Source: an optimization exercise on an open RTL-to-GDS flow (aim: small area and a short achievable clock period). Production flows keep margins and buffers that such runs may drop. At most, simulation tests tie the RTL to the original design; equivalence was not proved. Power figures rest on the tool's default switching activity, not on a simulated workload.

==> garnet <==
## fifo_sync
module fifo_sync #(
    parameter DATA_WIDTH         = 32,                       
    parameter DEPTH              = 16,                       
    parameter ADDR_WIDTH         = $clog2(DEPTH),            
    parameter ALMOST_FULL_THRESH = DEPTH - 2,                
    parameter ALMOST_EMPTY_THRESH = 2                        
) (
    input  wire                    clk,        
    input  wire                    rst_n,      
    input  wire                    wr_en,      
    input  wire [DATA_WIDTH-1:0]   wr_data,    
    output reg                     full,       
    output reg                     almost_full,   
    output reg                     overflow,   
    input  wire                    rd_en,      
    output reg  [DATA_WIDTH-1:0]   rd_data,    
    output reg                     empty,      
    output reg                     almost_empty,  
    output reg                     underflow,  
    output reg  [ADDR_WIDTH:0]     data_count,   
    output reg  [ADDR_WIDTH:0]     peak_count    
);
==> module fifo_sync, before the edit <==
module fifo_sync #(
    parameter DATA_WIDTH         = 32,                       
    parameter DEPTH              = 16,                       
    parameter ADDR_WIDTH         = $clog2(DEPTH),            
    parameter ALMOST_FULL_THRESH = DEPTH - 2,                
    parameter ALMOST_EMPTY_THRESH = 2                        
) (
    input  wire                    clk,        
    input  wire                    rst_n,      
    input  wire                    wr_en,      
    input  wire [DATA_WIDTH-1:0]   wr_data,    
    output reg                     full,       
    output reg                     almost_full,   
    output reg                     overflow,   
    input  wire                    rd_en,      
    output reg  [DATA_WIDTH-1:0]   rd_data,    
    output reg                     empty,      
    output reg                     almost_empty,  
    output reg                     underflow,  
    output reg  [ADDR_WIDTH:0]     data_count,   
    output reg  [ADDR_WIDTH:0]     peak_count    
);
    reg [DATA_WIDTH-1:0] mem [0:DEPTH-1];
    reg [ADDR_WIDTH:0] wr_ptr;     
    reg [ADDR_WIDTH:0] rd_ptr;     
    wire [ADDR_WIDTH:0] next_wr_ptr;   
    wire [ADDR_WIDTH:0] next_rd_ptr;   
    wire [ADDR_WIDTH:0] next_data_count;   
    wire full_cond;    
    wire empty_cond;   
    wire do_write;     
    wire do_read;      
    wire [ADDR_WIDTH-1:0] wr_addr = wr_ptr[ADDR_WIDTH-1:0];
    wire [ADDR_WIDTH-1:0] rd_addr = rd_ptr[ADDR_WIDTH-1:0];
    assign empty_cond = (wr_ptr == rd_ptr);
    assign full_cond = (wr_ptr[ADDR_WIDTH-1:0] == rd_ptr[ADDR_WIDTH-1:0]) &&
                       (wr_ptr[ADDR_WIDTH] != rd_ptr[ADDR_WIDTH]);
    assign do_write = wr_en && !full;     
    assign do_read  = rd_en && !empty;    
    assign next_wr_ptr = do_write ? (wr_ptr + 1'b1) : wr_ptr;
    assign next_rd_ptr = do_read  ? (rd_ptr + 1'b1) : rd_ptr;
    assign next_data_count = next_wr_ptr - next_rd_ptr;
    always @(posedge clk) begin
        if (!rst_n) begin
            wr_ptr <= {(ADDR_WIDTH+1){1'b0}};
        end
        else if (do_write) begin
            mem[wr_addr] <= wr_data;
            wr_ptr <= wr_ptr + 1'b1;
        end
    end
    always @(posedge clk) begin
        if (!rst_n) begin
            rd_ptr <= {(ADDR_WIDTH+1){1'b0}};
            rd_data <= {DATA_WIDTH{1'b0}};
        end
        else if (do_read) begin
            rd_data <= mem[rd_addr];
            rd_ptr <= rd_ptr + 1'b1;
        end
    end
    always @(posedge clk) begin
        if (!rst_n) begin
            full         <= 1'b0;
            empty        <= 1'b1;   
            almost_full  <= 1'b0;
            almost_empty <= 1'b1;   
            data_count   <= {(ADDR_WIDTH+1){1'b0}};
        end
        else begin
            data_count <= next_data_count;
            full <= (next_wr_ptr[ADDR_WIDTH-1:0] == next_rd_ptr[ADDR_WIDTH-1:0]) &&
                    (next_wr_ptr[ADDR_WIDTH] != next_rd_ptr[ADDR_WIDTH]);
            empty <= (next_wr_ptr == next_rd_ptr);
            almost_full <= (next_data_count >= ALMOST_FULL_THRESH);
            almost_empty <= (next_data_count <= ALMOST_EMPTY_THRESH);
        end
    end
    always @(posedge clk) begin
        if (!rst_n) begin
            overflow  <= 1'b0;
            underflow <= 1'b0;
        end
        else begin
            overflow <= wr_en && full;
            underflow <= rd_en && empty;
        end
    end
    always @(posedge clk) begin
        if (!rst_n) begin
            peak_count <= {(ADDR_WIDTH+1){1'b0}};
        end
        else if (next_data_count > peak_count) begin
            peak_count <= next_data_count;
        end
    end
endmodule
export LEC_CHECK = 0
export CAP_MARGIN = 20
export CORE_MARGIN = 2
export CORE_UTILIZATION = 40
export SLEW_MARGIN = 20
create_clock -name core_clock -period 3.2 [get_ports {clk}]
run.sh (not shown) runs the stock make flow with config.mk's settings and CLKGATE_MAP_FILE= SYNTH_SCRIPT=/design/flow/synth_recipe.tcl, a recipe that flattens the netlist after the stock synthesis.
==> xenon (differences from garnet) <==
==> flow/design.v (replaced) <==
`timescale 1ns / 1ps
module fifo_sync #(
    parameter DATA_WIDTH          = 32,
    parameter DEPTH               = 16,
    parameter ADDR_WIDTH          = $clog2(DEPTH),
    parameter ALMOST_FULL_THRESH  = DEPTH - 2,
    parameter ALMOST_EMPTY_THRESH = 2
) (
    input  wire                    clk,
    input  wire                    rst_n,
    input  wire                    wr_en,
    input  wire [DATA_WIDTH-1:0]   wr_data,
    output reg                     full,
    output reg                     almost_full,
    output reg                     overflow,
    input  wire                    rd_en,
    output reg  [DATA_WIDTH-1:0]   rd_data,
    output reg                     empty,
    output reg                     almost_empty,
    output reg                     underflow,
    output reg  [ADDR_WIDTH:0]     data_count,
    output reg  [ADDR_WIDTH:0]     peak_count
);
    reg [DATA_WIDTH-1:0] mem [0:DEPTH-1];
    reg [ADDR_WIDTH-1:0] wr_ptr;
    reg [ADDR_WIDTH-1:0] rd_ptr;
    wire do_write = wr_en & ~full;
    wire do_read  = rd_en & ~empty;
    wire inc      = do_write & ~do_read;
    wire dec      = do_read & ~do_write;
    integer i;
    always @(posedge clk) begin
        for (i = 0; i < DEPTH; i = i + 1)
            if (!full && wr_ptr == i)
                mem[i] <= wr_data;
    end
    reg [DATA_WIDTH-1:0] rd_word;
    always @(*) begin
        rd_word = {DATA_WIDTH{1'b0}};
        for (i = 0; i < DEPTH; i = i + 1)
            rd_word = rd_word | (mem[i] & {DATA_WIDTH{rd_ptr == i}});
    end
    always @(posedge clk) begin
        if (!rst_n) begin
            wr_ptr  <= {ADDR_WIDTH{1'b0}};
            rd_ptr  <= {ADDR_WIDTH{1'b0}};
            rd_data <= {DATA_WIDTH{1'b0}};
        end else begin
            if (do_write) wr_ptr <= wr_ptr + 1'b1;
            if (do_read) begin
                rd_ptr  <= rd_ptr + 1'b1;
                rd_data <= rd_word;
            end
        end
    end
    wire [ADDR_WIDTH:0] cnt_up = data_count + 1'b1;
    wire [ADDR_WIDTH:0] cnt_dn = data_count - 1'b1;
    wire peak_hit = (peak_count == data_count);
    always @(posedge clk) begin
        if (!rst_n) begin
            full         <= 1'b0;
            empty        <= 1'b1;
            almost_full  <= 1'b0;
            almost_empty <= 1'b1;
            data_count   <= {(ADDR_WIDTH+1){1'b0}};
            peak_count   <= {(ADDR_WIDTH+1){1'b0}};
            overflow     <= 1'b0;
            underflow    <= 1'b0;
        end else begin
            overflow  <= wr_en & full;
            underflow <= rd_en & empty;
            if (inc) begin
                data_count   <= cnt_up;
                full         <= (cnt_up == DEPTH);
                empty        <= 1'b0;
                almost_full  <= (cnt_up >= ALMOST_FULL_THRESH);
                almost_empty <= (cnt_up <= ALMOST_EMPTY_THRESH);
                if (peak_hit) peak_count <= cnt_up;
            end else if (dec) begin
                data_count   <= cnt_dn;
                full         <= 1'b0;
                empty        <= (cnt_dn == 0);
                almost_full  <= (cnt_dn >= ALMOST_FULL_THRESH);
                almost_empty <= (cnt_dn <= ALMOST_EMPTY_THRESH);
            end
        end
    end
endmodule
==> summary of the runs <==
- garnet completed without violations. xenon finished clean.
- Against garnet, the hold slack of xenon is higher by 150 ps.
- Between garnet and xenon, the lower first-iteration DRC count is in garnet (gap 38%, measured against xenon).
- Of xenon and garnet, xenon has the higher sequential share of layout area (gap 1.1 points).
- Against garnet, the maximum frequency of xenon is higher by about 16%.
- In die area, garnet and xenon hardly differ.
- Between xenon and garnet, the lower worst setup slack is in garnet (gap 430 ps).
==> figures <==
quantity                                                                       xenon                   garnet
Run status                                                   complete, no violations  complete, no violations
Clock Power                                                                0.00648 W                0.00630 W
Switch share                                                                   0.221                    0.227
Number of global-route vias before repair                                     13,200                   10,700
Comb power frac                                                                0.074                    0.117
Crit. path cell count                                                              1                       13
Count of cells along the worst register-to-register path                           7                       13
Worst hold start                                          peak_count[1]$_SDFFE_PN0P_                    wr_en
Clk Latency, worst-skew pair                                                  610 ps                   620 ps
Num Clock Sinks                                                                  568                      570
Power Combinational                                                        0.00119 W                0.00194 W
Number of clock-tree buffers in the layout                                        79                       75
Endpoint with the worst hold slack                        peak_count[1]$_SDFFE_PN0P_      overflow$_SDFF_PN0_
No functional check of the RTL was part of xenon.

[port drivers added, routing unchanged]
In the flow no input, the clock included, has a driving cell. The finished layouts below were timed again as built, in two steps. Step 1 assumes that a clkbuf_16 drives the clock port and a buf_2 every other input. Step 2 moves the port delays by t, midway between the first and last clock arrival at a register: inputs arrive t later, outputs are due t later. That takes back most of the time a late clock gives input paths. a / b / c = ideal ports / drivers / drivers and shift; a / b = the first two.
| run | t, ns | slack for setup (ns) | hold WS [ns] | worst setup path at the end | worst slew at a driven data input, ns |
|---|---|---|---|---|---|
| garnet | 0.678 | 0.190 / 0.190 / -0.248 | 0.360 / 0.327 / 0.451 | input to register | 0.08 |
| xenon | 0.653 | 0.615 / 0.562 / 0.439 | 0.510 / 0.510 / 0.510 | input to register | 0.08 |
Met with ideal ports but missed after step 2: setup timing in garnet. The setup slack of garnet, which loses most, moves by 0.000 ns with the drivers and by -0.438 ns with both steps.
